From an optimization exercise on the open Yosys and OpenROAD flow, aimed at small area and a short achievable clock period; shortcuts taken in it are not production practice.
RTL that was checked went through simulation tests only; none was proved equivalent to the original.

==> build 88: inputs <==
// cordic
module cordic # (parameter DATA_WIDTH = 16) (
    input                       clk,
    input                       rst_n,
    input                       start,
    input  [2:0]                mode,
    input  [3:0]                shift,
    input  [DATA_WIDTH*2 - 1 : 0] opa,
    input  [DATA_WIDTH*2 - 1 : 0] opb,
    output logic [DATA_WIDTH*2 - 1 : 0] data_o
);
clock: 13.0 ns
lec_check: 0
cap_margin: 20
core_margin: 2
core_utilization: 40
place_density: 0.6
slew_margin: 20
run.sh (not shown) runs the stock make flow with config.mk's settings and CLKGATE_MAP_FILE= SYNTH_SCRIPT=/design/flow/synth_recipe.tcl, a recipe that flattens the netlist after the stock synthesis.
==> trial 47: changes against build 88 <==
--- a/flow/design.v
+++ b/flow/design.v
@@ -269,17 +269,17 @@
     input                       rst_n,
     input                       start,
     input  [2:0]                mode,
     input  [3:0]                shift,
     input  [DATA_WIDTH*2 - 1 : 0] opa,
     input  [DATA_WIDTH*2 - 1 : 0] opb,
     output logic [DATA_WIDTH*2 - 1 : 0] data_o
 );
-    localparam [11:0] RA = 12'b1101_0010_0100;
+    localparam [11:0] RA = 12'b0110_1001_0010;
     localparam [15:0] SCL = 16'h4dbc;
     localparam [159:0] ATAN = {
         16'd20, 16'd40, 16'd81, 16'd162, 16'd325,
         16'd651, 16'd1297, 16'd2555, 16'd4836, 16'd8192
     };
     wire [15:0] ar = opa[31:16];
     wire [15:0] ai = opa[15:0];
     wire [15:0] br = opb[31:16];
==> comparison <==
Trial 47 passed the timing, design-rule and antenna checks. Build 88 completed with no timing, DRC or antenna violations. Critical path depth: build 88 is higher than trial 47 (18). Between trial 47 and build 88, the lower routed wire length is in build 88 (gap 4.4%, measured against build 88). Of trial 47 and build 88, trial 47 has the higher via count (gap about 3.2%, measured against build 88). In build 88 the setup slack is lower than in trial 47, by 0.21 ns. Between build 88 and trial 47, the lower non-clock buffer count is in trial 47 (gap 87). Between trial 47 and build 88, the lower first-iteration DRC count is in build 88 (gap 6.5%, measured against build 88). Of trial 47 and build 88, build 88 has the higher worst hold slack (gap 0.0082 ns).
==> figures <==
Share of the final layout cell area in sequential cells: build 88 13.8%; trial 47 14.6%
Utilization after layout: build 88 43.6%; trial 47 43.0%
Multi-input combinational cell count: build 88 7,132; trial 47 7,502
Achievable Freq: build 88 82.1 MHz; trial 47 83.6 MHz
Outcome: build 88 finished clean; trial 47 finished clean
Maximum cell stage delay along the critical path: build 88 0.65 ns; trial 47 0.96 ns
Clock latency on the worst-skew pair: build 88 0.66 ns; trial 47 0.69 ns
Register-to-Register Setup Slack: build 88 0.83 ns; trial 47 1.04 ns
Violation count after the first detailed-routing iteration: build 88 5,203; trial 47 5,539
Starting density of the core: build 88 40.2%; trial 47 40.1%
Routed wl met3: build 88 9.95 mm; trial 47 13.0 mm
Post-synthesis sequential area ratio: build 88 14.9%; trial 47 15.6%
Share of the synthesized area in the top cell type: build 88 14.9%; trial 47 15.6%
Non-CTS buffers: build 88 294; trial 47 207
Syn. warnings: build 88 142; trial 47 162
DRT Wirelength: build 88 217 mm; trial 47 227 mm
Function was not checked in any run of this note: the RTL went through the layout flow alone.

==> run a <==
cordic, a different RTL version from the one above (not shown whole).
Settings: LEC_CHECK=0, CAP_MARGIN=20, CORE_MARGIN=2, CORE_UTILIZATION=40, PLACE_DENSITY=0.6, SLEW_MARGIN=20, SYNTH_HIERARCHICAL=1, SYNTH_MINIMUM_KEEP_SIZE=1000; clock period 13.0 ns.
standard.sh (not shown) runs the stock make flow with config.mk's settings and CLKGATE_MAP_FILE= SYNTH_SCRIPT=/design/flow/synth_recipe.tcl, a recipe that flattens the netlist after the stock synthesis.
==> flow/flow/run.sh <==
#!/bin/bash
# Layout with the standard flow (standard synthesis, floorplan, placement, CTS, routing);
# the only change is a larger setup margin for the resizer's repair_timing, so that it keeps
# improving the slowest paths past the point where they just meet the clock period.
set -euo pipefail
bash standard.sh SETUP_SLACK_MARGIN=6 finish > standard_flow.log 2>&1
==> run b: changes against run a <==
--- a/flow/design.v
+++ b/flow/design.v
@@ -373,15 +373,29 @@
             md4  <= md3;
             sh4  <= sh3;
             w4   <= w3;
         end
     end
     logic [53:0] r4b;
+    cordic_rot2 #(.K(7)) u_rot7 (.x(x4), .y(y4), .z(z4), .vec(vec4), .r(r4b));
+    logic [15:0] kval;
+    lut l1 (.index(w4), .value(kval));
     logic [7:0] bneg_4, bone_4, btwo_4;
-    cordic_rot78 u_rot7 (.x(x4), .y(y4), .z(z4), .vec(vec4), .w(w4), .r(r4b),
-                         .bneg(bneg_4), .bone(bone_4), .btwo(btwo_4));
+    always_comb begin : p_booth
+        logic [16:0] kk;
+        logic b2, b1, b0;
+        kk = {1'b0, kval};
+        for (int j = 0; j < 8; j++) begin
+            b2 = kk[2*j+1];
+            b1 = kk[2*j];
+            b0 = (j == 0) ? 1'b0 : kk[2*j-1];
+            bneg_4[j] = b2 & ~(b1 & b0);
+            bone_4[j] = b1 ^ b0;
+            btwo_4[j] = (b2 & ~b1 & ~b0) | (~b2 & b1 & b0);
+        end
+    end
     logic signed [18:0] x5, y5;
     logic [15:0] z5;
     logic        vec5;
     logic [1:0]  md5;
     logic [5:0]  sh5;
     logic [7:0]  bneg5, bone5, btwo5;
@@ -473,69 +487,58 @@
         16'd20, 16'd40, 16'd81, 16'd162, 16'd325,
         16'd651, 16'd1297, 16'd2555, 16'd4836, 16'd8192
     };
     function automatic [53:0] urot(input logic signed [18:0] x, input logic signed [18:0] y,
                                    input logic [15:0] z, input logic vec, input integer k);
         logic neg;
-        logic signed [18:0] xn, yn, xs, ys;
+        logic signed [18:0] xn, yn;
         logic [15:0] zn;
         neg = vec ? y[18] : ~z[15];
-        ys = y >>> k;
-        xs = x >>> k;
-        xn = x + (ys ^ {19{neg}}) + {18'd0, neg};
-        yn = y + (xs ^ {19{~neg}}) + {18'd0, ~neg};
-        zn = z + (ATAN[16*k +: 16] ^ {16{neg}}) + {15'd0, neg};
+        if (neg) begin
+            xn = x - (y >>> k);
+            yn = y + (x >>> k);
+            zn = z - ATAN[16*k +: 16];
+        end else begin
+            xn = x + (y >>> k);
+            yn = y - (x >>> k);
+            zn = z + ATAN[16*k +: 16];
+        end
         urot = {xn, yn, zn};
     endfunction
     logic [53:0] ra;
     assign ra = urot(x, y, z, vec, K);
     assign r = urot(ra[53:35], ra[34:16], ra[15:0], vec, K + 1);
 endmodule
-module cordic_rot78 #(parameter K = 7) (
+module cordic_rot1 #(parameter K = 9) (
     input  logic signed [18:0] x, y,
     input  logic [15:0] z,
     input  logic vec,
-    input  logic [7:0] w,
-    output logic [53:0] r,
-    output logic [7:0] bneg, bone, btwo
+    output logic [53:0] r
 );
-    logic [15:0] kval;
-    lut l1 (.index(w), .value(kval));
-    always_comb begin : p_booth
-        logic [16:0] kk;
-        logic b2, b1, b0;
-        kk = {1'b0, kval};
-        for (int j = 0; j < 8; j++) begin
-            b2 = kk[2*j+1];
-            b1 = kk[2*j];
-            b0 = (j == 0) ? 1'b0 : kk[2*j-1];
-            bneg[j] = b2 & ~(b1 & b0);
-            bone[j] = b1 ^ b0;
-            btwo[j] = (b2 & ~b1 & ~b0) | (~b2 & b1 & b0);
-        end
-    end
     localparam [159:0] ATAN = {
         16'd20, 16'd40, 16'd81, 16'd162, 16'd325,
         16'd651, 16'd1297, 16'd2555, 16'd4836, 16'd8192
     };
     function automatic [53:0] urot(input logic signed [18:0] x, input logic signed [18:0] y,
                                    input logic [15:0] z, input logic vec, input integer k);
         logic neg;
-        logic signed [18:0] xn, yn, xs, ys;
+        logic signed [18:0] xn, yn;
         logic [15:0] zn;
         neg = vec ? y[18] : ~z[15];
-        ys = y >>> k;
-        xs = x >>> k;
-        xn = x + (ys ^ {19{neg}}) + {18'd0, neg};
-        yn = y + (xs ^ {19{~neg}}) + {18'd0, ~neg};
-        zn = z + (ATAN[16*k +: 16] ^ {16{neg}}) + {15'd0, neg};
+        if (neg) begin
+            xn = x - (y >>> k);
+            yn = y + (x >>> k);
+            zn = z - ATAN[16*k +: 16];
+        end else begin
+            xn = x + (y >>> k);
+            yn = y - (x >>> k);
+            zn = z + ATAN[16*k +: 16];
+        end
         urot = {xn, yn, zn};
     endfunction
-    logic [53:0] ra;
-    assign ra = urot(x, y, z, vec, K);
-    assign r = urot(ra[53:35], ra[34:16], ra[15:0], vec, K + 1);
+    assign r = urot(x, y, z, vec, K);
 endmodule
 module cordic_mul9 (
     input  logic [7:0] bneg, bone, btwo,
     input  logic signed [18:0] x,
     input  logic signed [9:0] v,
     input  logic vneg,
==> flow/flow/run.sh (replaced) <==
#!/bin/bash
# Layout with the standard flow (standard synthesis, floorplan, placement, CTS, routing);
# the only change is a larger setup margin for the resizer's repair_timing, so that it keeps
# improving the slowest paths past the point where they just meet the clock period.
set -euo pipefail
bash standard.sh SETUP_SLACK_MARGIN=7 finish > standard_flow.log 2>&1
--- a/flow/config.mk
+++ b/flow/config.mk
@@ -8,7 +8,6 @@
 export CAP_MARGIN = 20
 export CORE_MARGIN = 2
 export CORE_UTILIZATION = 40
 export PLACE_DENSITY = 0.6
 export SLEW_MARGIN = 20
 export SYNTH_HIERARCHICAL = 1
-export SYNTH_MINIMUM_KEEP_SIZE = 1000
==> run c: changes against run a <==
--- a/flow/design.v
+++ b/flow/design.v
@@ -373,15 +373,29 @@
             md4  <= md3;
             sh4  <= sh3;
             w4   <= w3;
         end
     end
     logic [53:0] r4b;
+    cordic_rot2 #(.K(7)) u_rot7 (.x(x4), .y(y4), .z(z4), .vec(vec4), .r(r4b));
+    logic [15:0] kval;
+    lut l1 (.index(w4), .value(kval));
     logic [7:0] bneg_4, bone_4, btwo_4;
-    cordic_rot78 u_rot7 (.x(x4), .y(y4), .z(z4), .vec(vec4), .w(w4), .r(r4b),
-                         .bneg(bneg_4), .bone(bone_4), .btwo(btwo_4));
+    always_comb begin : p_booth
+        logic [16:0] kk;
+        logic b2, b1, b0;
+        kk = {1'b0, kval};
+        for (int j = 0; j < 8; j++) begin
+            b2 = kk[2*j+1];
+            b1 = kk[2*j];
+            b0 = (j == 0) ? 1'b0 : kk[2*j-1];
+            bneg_4[j] = b2 & ~(b1 & b0);
+            bone_4[j] = b1 ^ b0;
+            btwo_4[j] = (b2 & ~b1 & ~b0) | (~b2 & b1 & b0);
+        end
+    end
     logic signed [18:0] x5, y5;
     logic [15:0] z5;
     logic        vec5;
     logic [1:0]  md5;
     logic [5:0]  sh5;
     logic [7:0]  bneg5, bone5, btwo5;
@@ -473,69 +487,58 @@
         16'd20, 16'd40, 16'd81, 16'd162, 16'd325,
         16'd651, 16'd1297, 16'd2555, 16'd4836, 16'd8192
     };
     function automatic [53:0] urot(input logic signed [18:0] x, input logic signed [18:0] y,
                                    input logic [15:0] z, input logic vec, input integer k);
         logic neg;
-        logic signed [18:0] xn, yn, xs, ys;
+        logic signed [18:0] xn, yn;
         logic [15:0] zn;
         neg = vec ? y[18] : ~z[15];
-        ys = y >>> k;
-        xs = x >>> k;
-        xn = x + (ys ^ {19{neg}}) + {18'd0, neg};
-        yn = y + (xs ^ {19{~neg}}) + {18'd0, ~neg};
-        zn = z + (ATAN[16*k +: 16] ^ {16{neg}}) + {15'd0, neg};
+        if (neg) begin
+            xn = x - (y >>> k);
+            yn = y + (x >>> k);
+            zn = z - ATAN[16*k +: 16];
+        end else begin
+            xn = x + (y >>> k);
+            yn = y - (x >>> k);
+            zn = z + ATAN[16*k +: 16];
+        end
         urot = {xn, yn, zn};
     endfunction
     logic [53:0] ra;
     assign ra = urot(x, y, z, vec, K);
     assign r = urot(ra[53:35], ra[34:16], ra[15:0], vec, K + 1);
 endmodule
-module cordic_rot78 #(parameter K = 7) (
+module cordic_rot1 #(parameter K = 9) (
     input  logic signed [18:0] x, y,
     input  logic [15:0] z,
     input  logic vec,
-    input  logic [7:0] w,
-    output logic [53:0] r,
-    output logic [7:0] bneg, bone, btwo
+    output logic [53:0] r
 );
-    logic [15:0] kval;
-    lut l1 (.index(w), .value(kval));
-    always_comb begin : p_booth
-        logic [16:0] kk;
-        logic b2, b1, b0;
-        kk = {1'b0, kval};
-        for (int j = 0; j < 8; j++) begin
-            b2 = kk[2*j+1];
-            b1 = kk[2*j];
-            b0 = (j == 0) ? 1'b0 : kk[2*j-1];
-            bneg[j] = b2 & ~(b1 & b0);
-            bone[j] = b1 ^ b0;
-            btwo[j] = (b2 & ~b1 & ~b0) | (~b2 & b1 & b0);
-        end
-    end
     localparam [159:0] ATAN = {
         16'd20, 16'd40, 16'd81, 16'd162, 16'd325,
         16'd651, 16'd1297, 16'd2555, 16'd4836, 16'd8192
     };
     function automatic [53:0] urot(input logic signed [18:0] x, input logic signed [18:0] y,
                                    input logic [15:0] z, input logic vec, input integer k);
         logic neg;
-        logic signed [18:0] xn, yn, xs, ys;
+        logic signed [18:0] xn, yn;
         logic [15:0] zn;
         neg = vec ? y[18] : ~z[15];
-        ys = y >>> k;
-        xs = x >>> k;
-        xn = x + (ys ^ {19{neg}}) + {18'd0, neg};
-        yn = y + (xs ^ {19{~neg}}) + {18'd0, ~neg};
-        zn = z + (ATAN[16*k +: 16] ^ {16{neg}}) + {15'd0, neg};
+        if (neg) begin
+            xn = x - (y >>> k);
+            yn = y + (x >>> k);
+            zn = z - ATAN[16*k +: 16];
+        end else begin
+            xn = x + (y >>> k);
+            yn = y - (x >>> k);
+            zn = z + ATAN[16*k +: 16];
+        end
         urot = {xn, yn, zn};
     endfunction
-    logic [53:0] ra;
-    assign ra = urot(x, y, z, vec, K);
-    assign r = urot(ra[53:35], ra[34:16], ra[15:0], vec, K + 1);
+    assign r = urot(x, y, z, vec, K);
 endmodule
 module cordic_mul9 (
     input  logic [7:0] bneg, bone, btwo,
     input  logic signed [18:0] x,
     input  logic signed [9:0] v,
     input  logic vneg,
--- a/flow/config.mk
+++ b/flow/config.mk
@@ -7,8 +7,6 @@
 export LEC_CHECK = 0
 export CAP_MARGIN = 20
 export CORE_MARGIN = 2
 export CORE_UTILIZATION = 40
 export PLACE_DENSITY = 0.6
 export SLEW_MARGIN = 20
-export SYNTH_HIERARCHICAL = 1
-export SYNTH_MINIMUM_KEEP_SIZE = 1000
==> comparison <==
Critical path depth, lowest first: run a, run c, run b. The lowest clock skew belongs to run c, the highest to run b. The highest global-route usage belongs to run b, the lowest to run a. Run b completed without violations. Run a completed with no timing, DRC or antenna violations. Run c finished clean.

==> inputs of job 5223 <==
cordic, a different RTL version from the one above (not shown whole).
## cordic
module cordic # (parameter DATA_WIDTH = 16) (
    input                       clk,
    input                       rst_n,
    input                       start,
    input  [2:0]                mode,
    input  [3:0]                shift,
    input  [DATA_WIDTH*2 - 1 : 0] opa,
    input  [DATA_WIDTH*2 - 1 : 0] opb,
    output logic [DATA_WIDTH*2 - 1 : 0] data_o
);
    logic [6:1] vld;
    always_ff @(posedge clk or negedge rst_n) begin
        if (!rst_n)     vld <= '0;
        else if (start) vld <= {vld[5:1], 1'b1};
    end
    wire [15:0] ar = opa[31:16];
    wire [15:0] ai = opa[15:0];
    wire [15:0] br = opb[31:16];
    wire [15:0] bi = opb[15:0];
    wire x_small = (&ar[15:8]) | ~(|ar[15:8]);
    wire y_small = (&ai[15:8]) | ~(|ai[15:8]);
    wire w_small = (&br[15:8]) | ~(|br[15:8]);
    wire pre_shift = x_small & y_small;
    wire vec_in = ~mode[2] & (|mode[1:0]);
    wire signed [18:0] xs = pre_shift ? {{3{ar[15]}}, ar[7:0], 8'b0} : {{3{ar[15]}}, ar};
    wire signed [18:0] ys = pre_shift ? {{3{ai[15]}}, ai[7:0], 8'b0} : {{3{ai[15]}}, ai};
    wire [15:0] nbi = ~bi + 16'd1;
    wire [15:0] zs = mode[2] ? nbi : br;
    logic signed [18:0] x1_in, y1_in;
    logic [15:0] z1_in;
    cordic_pre u_pre (.xs(xs), .ys(ys), .zs(zs), .vec(vec_in), .sx(ar[15]), .sy(ai[15]),
                      .x1(x1_in), .y1(y1_in), .z1(z1_in));
    logic signed [18:0] x1, y1;
    logic [15:0] z1;
    logic        vec1, ps1, ws1, m2_1;
    logic [1:0]  md1;
    logic [3:0]  sft1;
    logic [7:0]  w1;
    always_ff @(posedge clk) begin
        if (start) begin
            x1   <= x1_in;
            y1   <= y1_in;
            z1   <= z1_in;
            vec1 <= vec_in;
            md1  <= mode[1:0];
            m2_1 <= mode[2];
            ps1  <= pre_shift;
            ws1  <= w_small;
            sft1 <= shift;
            w1   <= w_small ? br[7:0] : br[15:8];
        end
    end
    logic [5:0] cshift, shamt_1;
  ...
Settings: LEC_CHECK=0, CAP_MARGIN=20, CORE_MARGIN=2, CORE_UTILIZATION=40, PLACE_DENSITY=0.6, SLEW_MARGIN=20, SYNTH_HIERARCHICAL=1; clock period 13.0 ns.
run.sh (not shown) runs the stock make flow with config.mk's settings and CLKGATE_MAP_FILE= SYNTH_SCRIPT=/design/flow/synth_recipe.tcl, a recipe that flattens the netlist after the stock synthesis.
Stock flow here: none of the scripts above is used.
==> job 6968: changes against job 5223 <==
--- a/flow/design.v
+++ b/flow/design.v
@@ -374,31 +374,17 @@
             vec4 <= vec3;
             md4  <= md3;
             sh4  <= sh3;
             w4   <= w3;
         end
     end
     logic [53:0] r4b;
-    cordic_rot2 #(.K(7)) u_rot7 (.x(x4), .y(y4), .z(z4), .vec(vec4), .r(r4b));
-    logic [15:0] kval;
-    lut l1 (.index(w4), .value(kval));
     logic [7:0] bneg_4, bone_4, btwo_4;
-    always_comb begin : p_booth
-        logic [16:0] kk;
-        logic b2, b1, b0;
-        kk = {1'b0, kval};
-        for (int j = 0; j < 8; j++) begin
-            b2 = kk[2*j+1];
-            b1 = kk[2*j];
-            b0 = (j == 0) ? 1'b0 : kk[2*j-1];
-            bneg_4[j] = b2 & ~(b1 & b0);
-            bone_4[j] = b1 ^ b0;
-            btwo_4[j] = (b2 & ~b1 & ~b0) | (~b2 & b1 & b0);
-        end
-    end
+    cordic_rot78 u_rot7 (.x(x4), .y(y4), .z(z4), .vec(vec4), .w(w4), .r(r4b),
+                         .bneg(bneg_4), .bone(bone_4), .btwo(btwo_4));
     logic signed [18:0] x5, y5;
     logic [15:0] z5;
     logic        vec5;
     logic [1:0]  md5;
     logic [5:0]  sh5;
     logic [7:0]  bneg5, bone5, btwo5;
     always_ff @(posedge clk) begin
@@ -408,37 +394,38 @@
             md5   <= md4;
             sh5   <= sh4;
             bneg5 <= bneg_4;
             bone5 <= bone_4;
             btwo5 <= btwo_4;
         end
     end
-    logic [53:0] r5a;
-    cordic_rot1 #(.K(9)) u_rot9 (.x(x5), .y(y5), .z(z5), .vec(vec5), .r(r5a));
-    logic [69:0] csx, csy;
-    cordic_mulcs u_mulx (.bneg(bneg5), .bone(bone5), .btwo(btwo5), .x(r5a[53:35]), .cs(csx));
-    cordic_mulcs u_muly (.bneg(bneg5), .bone(bone5), .btwo(btwo5), .x(r5a[34:16]), .cs(csy));
-    logic [34:0] px_s, px_c, py_s, py_c;
+    wire neg9 = vec5 ? y5[18] : ~z5[15];
+    wire signed [18:0] x5s = x5 >>> 9;
+    wire signed [18:0] y5s = y5 >>> 9;
+    wire [15:0] z9 = neg9 ? z5 - 16'd20 : z5 + 16'd20;
+    logic signed [34:0] px_n, py_n;
+    cordic_mul9 u_mulx (.bneg(bneg5), .bone(bone5), .btwo(btwo5), .x(x5), .v(y5s[9:0]), .vneg(neg9),  .p(px_n));
+    cordic_mul9 u_muly (.bneg(bneg5), .bone(bone5), .btwo(btwo5), .x(y5), .v(x5s[9:0]), .vneg(~neg9), .p(py_n));
+    logic signed [34:0] px, py;
     logic [15:0] z6;
     logic        vec6;
     logic [1:0]  md6;
     logic [5:0]  sh6;
     always_ff @(posedge clk) begin
         if (start) begin
-            {px_s, px_c} <= csx;
-            {py_s, py_c} <= csy;
-            z6   <= r5a[15:0];
+            px   <= px_n;
+            py   <= py_n;
+            z6   <= z9;
             vec6 <= vec5;
             md6  <= md5;
             sh6  <= sh5;
         end
     end
     logic [31:0] dout;
-    cordic_out u_out (.px_s(px_s), .px_c(px_c), .py_s(py_s), .py_c(py_c), .z(z6), .vec(vec6),
-                      .md(md6), .sh(sh6), .dout(dout));
+    cordic_out u_out (.px(px), .py(py), .z(z6), .vec(vec6), .md(md6), .sh(sh6), .dout(dout));
     assign data_o = vld[6] ? dout : 32'd0;
 endmodule
 module cordic_pre (
     input  logic signed [18:0] xs, ys,
     input  logic [15:0] zs,
     input  logic vec, sx, sy,
     output logic signed [18:0] x1, y1,
@@ -490,20 +477,37 @@
         end
         urot = {xn, yn, zn};
     endfunction
     logic [53:0] ra;
     assign ra = urot(x, y, z, vec, K);
     assign r = urot(ra[53:35], ra[34:16], ra[15:0], vec, K + 1);
 endmodule
-module cordic_rot1 #(parameter K = 9) (
+module cordic_rot78 #(parameter K = 7) (
     input  logic signed [18:0] x, y,
     input  logic [15:0] z,
     input  logic vec,
-    output logic [53:0] r
+    input  logic [7:0] w,
+    output logic [53:0] r,
+    output logic [7:0] bneg, bone, btwo
 );
+    logic [15:0] kval;
+    lut l1 (.index(w), .value(kval));
+    always_comb begin : p_booth
+        logic [16:0] kk;
+        logic b2, b1, b0;
+        kk = {1'b0, kval};
+        for (int j = 0; j < 8; j++) begin
+            b2 = kk[2*j+1];
+            b1 = kk[2*j];
+            b0 = (j == 0) ? 1'b0 : kk[2*j-1];
+            bneg[j] = b2 & ~(b1 & b0);
+            bone[j] = b1 ^ b0;
+            btwo[j] = (b2 & ~b1 & ~b0) | (~b2 & b1 & b0);
+        end
+    end
     localparam [159:0] ATAN = {
         16'd20, 16'd40, 16'd81, 16'd162, 16'd325,
         16'd651, 16'd1297, 16'd2555, 16'd4836, 16'd8192
     };
     function automatic [53:0] urot(input logic signed [18:0] x, input logic signed [18:0] y,
                                    input logic [15:0] z, input logic vec, input integer k);
         logic neg;
@@ -517,55 +521,64 @@
         end else begin
             xn = x + (y >>> k);
             yn = y - (x >>> k);
             zn = z + ATAN[16*k +: 16];
         end
         urot = {xn, yn, zn};
     endfunction
-    assign r = urot(x, y, z, vec, K);
+    logic [53:0] ra;
+    assign ra = urot(x, y, z, vec, K);
+    assign r = urot(ra[53:35], ra[34:16], ra[15:0], vec, K + 1);
 endmodule
-module cordic_mulcs (
+module cordic_mul9 (
     input  logic [7:0] bneg, bone, btwo,
     input  logic signed [18:0] x,
-    output logic [69:0] cs
+    input  logic signed [9:0] v,
+    input  logic vneg,
+    output logic signed [34:0] p
 );
-    function automatic [69:0] bmul_cs(input logic [7:0] bneg, input logic [7:0] bone,
-                                      input logic [7:0] btwo, input logic signed [18:0] x);
-        logic [34:0] row [0:8];
-        logic [34:0] s, c, t0, t1, t2;
+    logic [17:0][34:0] r;
+    logic [11:0][34:0] l1;
+    logic [7:0][34:0]  l2;
+    logic [5:0][34:0]  l3;
+    logic [3:0][34:0]  l4;
+    logic [2:0][34:0]  l5;
+    logic [1:0][34:0]  l6;
+    function automatic [69:0] csa(input logic [34:0] a, input logic [34:0] b, input logic [34:0] c);
+        csa = {a ^ b ^ c, ((a & b) | (a & c) | (b & c)) << 1};
+    endfunction
+    always_comb begin : p_rows
         logic [19:0] m, pp;
+        logic [10:0] mv, ppv;
+        logic nv;
         for (int j = 0; j < 8; j++) begin
             m = bone[j] ? {x[18], x} : (btwo[j] ? {x, 1'b0} : 20'd0);
             pp = m ^ {20{bneg[j]}};
-            row[j] = ({15'd0, ~pp[19], pp[18:0]} << (2*j)) | ((j > 0) ? ({34'd0, bneg[j-1]} << (2*j-2)) : 35'd0);
-        end
-        row[8] = 35'h555580000 | ({34'd0, bneg[7]} << 14);
-        for (int j = 0; j < 3; j++) begin
-            t0 = row[3*j] ^ row[3*j+1] ^ row[3*j+2];
-            t1 = ((row[3*j] & row[3*j+1]) | (row[3*j] & row[3*j+2]) | (row[3*j+1] & row[3*j+2])) << 1;
-            row[2*j] = t0;
-            row[2*j+1] = t1;
-        end
-        for (int j = 0; j < 2; j++) begin
-            t0 = row[3*j] ^ row[3*j+1] ^ row[3*j+2];
-            t1 = ((row[3*j] & row[3*j+1]) | (row[3*j] & row[3*j+2]) | (row[3*j+1] & row[3*j+2])) << 1;
-            row[2*j] = t0;
-            row[2*j+1] = t1;
-        end
-        t0 = row[0] ^ row[1] ^ row[2];
-        t1 = ((row[0] & row[1]) | (row[0] & row[2]) | (row[1] & row[2])) << 1;
-        t2 = row[3];
-        s = t0 ^ t1 ^ t2;
-        c = ((t0 & t1) | (t0 & t2) | (t1 & t2)) << 1;
-        bmul_cs = {s, c};
-    endfunction
-    assign cs = bmul_cs(bneg, bone, btwo, x);
+            r[j] = ({15'd0, ~pp[19], pp[18:0]} << (2*j)) | ((j > 0) ? ({34'd0, bneg[j-1]} << (2*j-2)) : 35'd0);
+            nv = bneg[j] ^ vneg;
+            mv = bone[j] ? {v[9], v} : (btwo[j] ? {v, 1'b0} : 11'd0);
+            ppv = mv ^ {11{nv}};
+            r[8+j] = ({24'd0, ~ppv[10], ppv[9:0]} << (2*j)) | ((j > 0) ? ({34'd0, bneg[j-1] ^ vneg} << (2*j-2)) : 35'd0);
+        end
+        r[16] = 35'h555580000 + 35'h7FEAAAC00;
+        r[17] = ({34'd0, bneg[7]} << 14) + ({34'd0, bneg[7] ^ vneg} << 14);
+        for (int j = 0; j < 6; j++) {l1[2*j+1], l1[2*j]} = csa(r[3*j], r[3*j+1], r[3*j+2]);
+        for (int j = 0; j < 4; j++) {l2[2*j+1], l2[2*j]} = csa(l1[3*j], l1[3*j+1], l1[3*j+2]);
+        for (int j = 0; j < 2; j++) {l3[2*j+1], l3[2*j]} = csa(l2[3*j], l2[3*j+1], l2[3*j+2]);
+        l3[4] = l2[6];
+        l3[5] = l2[7];
+        for (int j = 0; j < 2; j++) {l4[2*j+1], l4[2*j]} = csa(l3[3*j], l3[3*j+1], l3[3*j+2]);
+        {l5[1], l5[0]} = csa(l4[0], l4[1], l4[2]);
+        l5[2] = l4[3];
+        {l6[1], l6[0]} = csa(l5[0], l5[1], l5[2]);
+    end
+    assign p = l6[0] + l6[1];
 endmodule
 module cordic_out (
-    input  logic [34:0] px_s, px_c, py_s, py_c,
+    input  logic signed [34:0] px, py,
     input  logic [15:0] z,
     input  logic vec,
     input  logic [1:0] md,
     input  logic [5:0] sh,
     output logic [31:0] dout
 );
     function automatic [15:0] sat16(input logic signed [34:0] p, input logic [5:0] sh);
@@ -574,18 +587,16 @@
         logic ok;
         r = p >>> sh;
         e[19] = 1'b1;
         for (int j = 18; j >= 0; j--) e[j] = e[j+1] & (p[15+j] == p[34]);
         ok = (sh >= 6'd20) ? 1'b1 : e[sh];
         sat16 = ok ? r[15:0] : (p[34] ? 16'h8000 : 16'h7fff);
     endfunction
-    wire signed [34:0] px = px_s + px_c;
-    wire signed [34:0] py = py_s + py_c;
     wire [15:0] m0 = sat16(px, sh);
     wire [15:0] m1 = sat16(py, sh);
     always_comb begin
         if (!vec)               dout = {m0, m1};
         else if (md == 2'd1)    dout = {z, 16'd0};
         else if (md == 2'd2)    dout = {m0, 16'd0};
-        else                     dout = {m0, z};
+        else                    dout = {m0, z};
     end
 endmodule
==> flow/flow/run.sh (new file) <==
#!/bin/bash
# Layout with the standard flow (standard synthesis, floorplan, placement, CTS, routing);
# the only change is a larger setup margin for the resizer's repair_timing, so that it keeps
# improving the slowest paths past the point where they just meet the clock period.
set -euo pipefail
bash standard.sh SETUP_SLACK_MARGIN=6 finish > standard_flow.log 2>&1
==> flow/standard.sh (new file) <==
#!/bin/bash
# synth_recipe.tcl (not shown) runs the flow's synth.tcl, then flattens the netlist and writes it again
# the make line also repeats each setting of config.mk as NAME=value (left out here)
make -C /OpenROAD-flow-scripts/flow DESIGN_CONFIG=/design/flow/config.mk WORK_HOME=/design/flow/orfs CLKGATE_MAP_FILE= SYNTH_SCRIPT=/design/flow/synth_recipe.tcl "${@:-finish}"
- SYNTH_MINIMUM_KEEP_SIZE: not set -> 1000
removed: flow/run.sh
==> notes <==
- Of job 6968 and job 5223, job 6968 has the higher global-route usage (gap 0.52 points).
- In job 5223 the non-clock buffer count is lower than in job 6968, by 265.
- Between job 5223 and job 6968, the lower sequential share of layout area is in job 6968 (gap 3.9 points).
- Between job 5223 and job 6968, the lower clock skew is in job 5223 (gap 0.028 ns).
- Between job 5223 and job 6968, the lower setup slack is in job 5223 (gap 1.4 ns).
- In job 6968 the design area is higher than in job 5223, by about 8%.
- In job 5223 the routed wire length is lower than in job 6968, by about 7%.
For job 6968, only the layout was checked, not whether the RTL still works.

[separate check: timing with driven ports]
How much do the figures lean on ideal ports? The routed layouts below were timed once more, with nothing changed but the port constraints. Step 1: set_driving_cell puts a clkbuf_16 on clk and a buf_2 on each other input, an assumption about the parent block. Step 2 also shifts input and output timing later by t, the mid clock arrival at the registers, as if the neighbouring blocks saw the same clock. a / b / c = no drivers / after step 1 / after step 2; a / b = the first two.
| run | shift t [ns] | slack for setup (ns) | hold slack, ns | worst register clock-pin slew, ns |
|---|---|---|---|---|
| build 88 | 0.713 | 0.826 / 0.826 / 0.826 | 0.490 / 0.490 / 0.490 | 0.07 / 0.07 |
| trial 47 | 0.752 | 1.038 / 1.038 / 1.038 | 0.482 / 0.482 / 0.482 | 0.07 / 0.07 |
| run a | 0.770 | 6.116 / 6.036 / 6.019 | 0.417 / 0.417 / 0.417 | 0.08 / 0.08 |
| run b | 0.801 | 6.414 / 6.414 / 6.401 | 0.415 / 0.415 / 0.415 | 0.08 / 0.08 |
| run c | 0.762 | 5.741 / 5.741 / 5.496 | 0.417 / 0.417 / 0.417 | 0.07 / 0.07 |
| job 5223 | 0.746 | 3.934 / 3.852 / 4.223 | 0.407 / 0.407 / 0.407 | 0.08 / 0.08 |
| job 6968 | 0.778 | 5.357 / 5.404 / 4.627 | 0.419 / 0.419 / 0.419 | 0.07 / 0.07 |
After both steps setup and hold are still met in every run listed. The setup slack of job 6968, which loses most, moves by +0.047 ns with the drivers and by -0.730 ns with both steps.
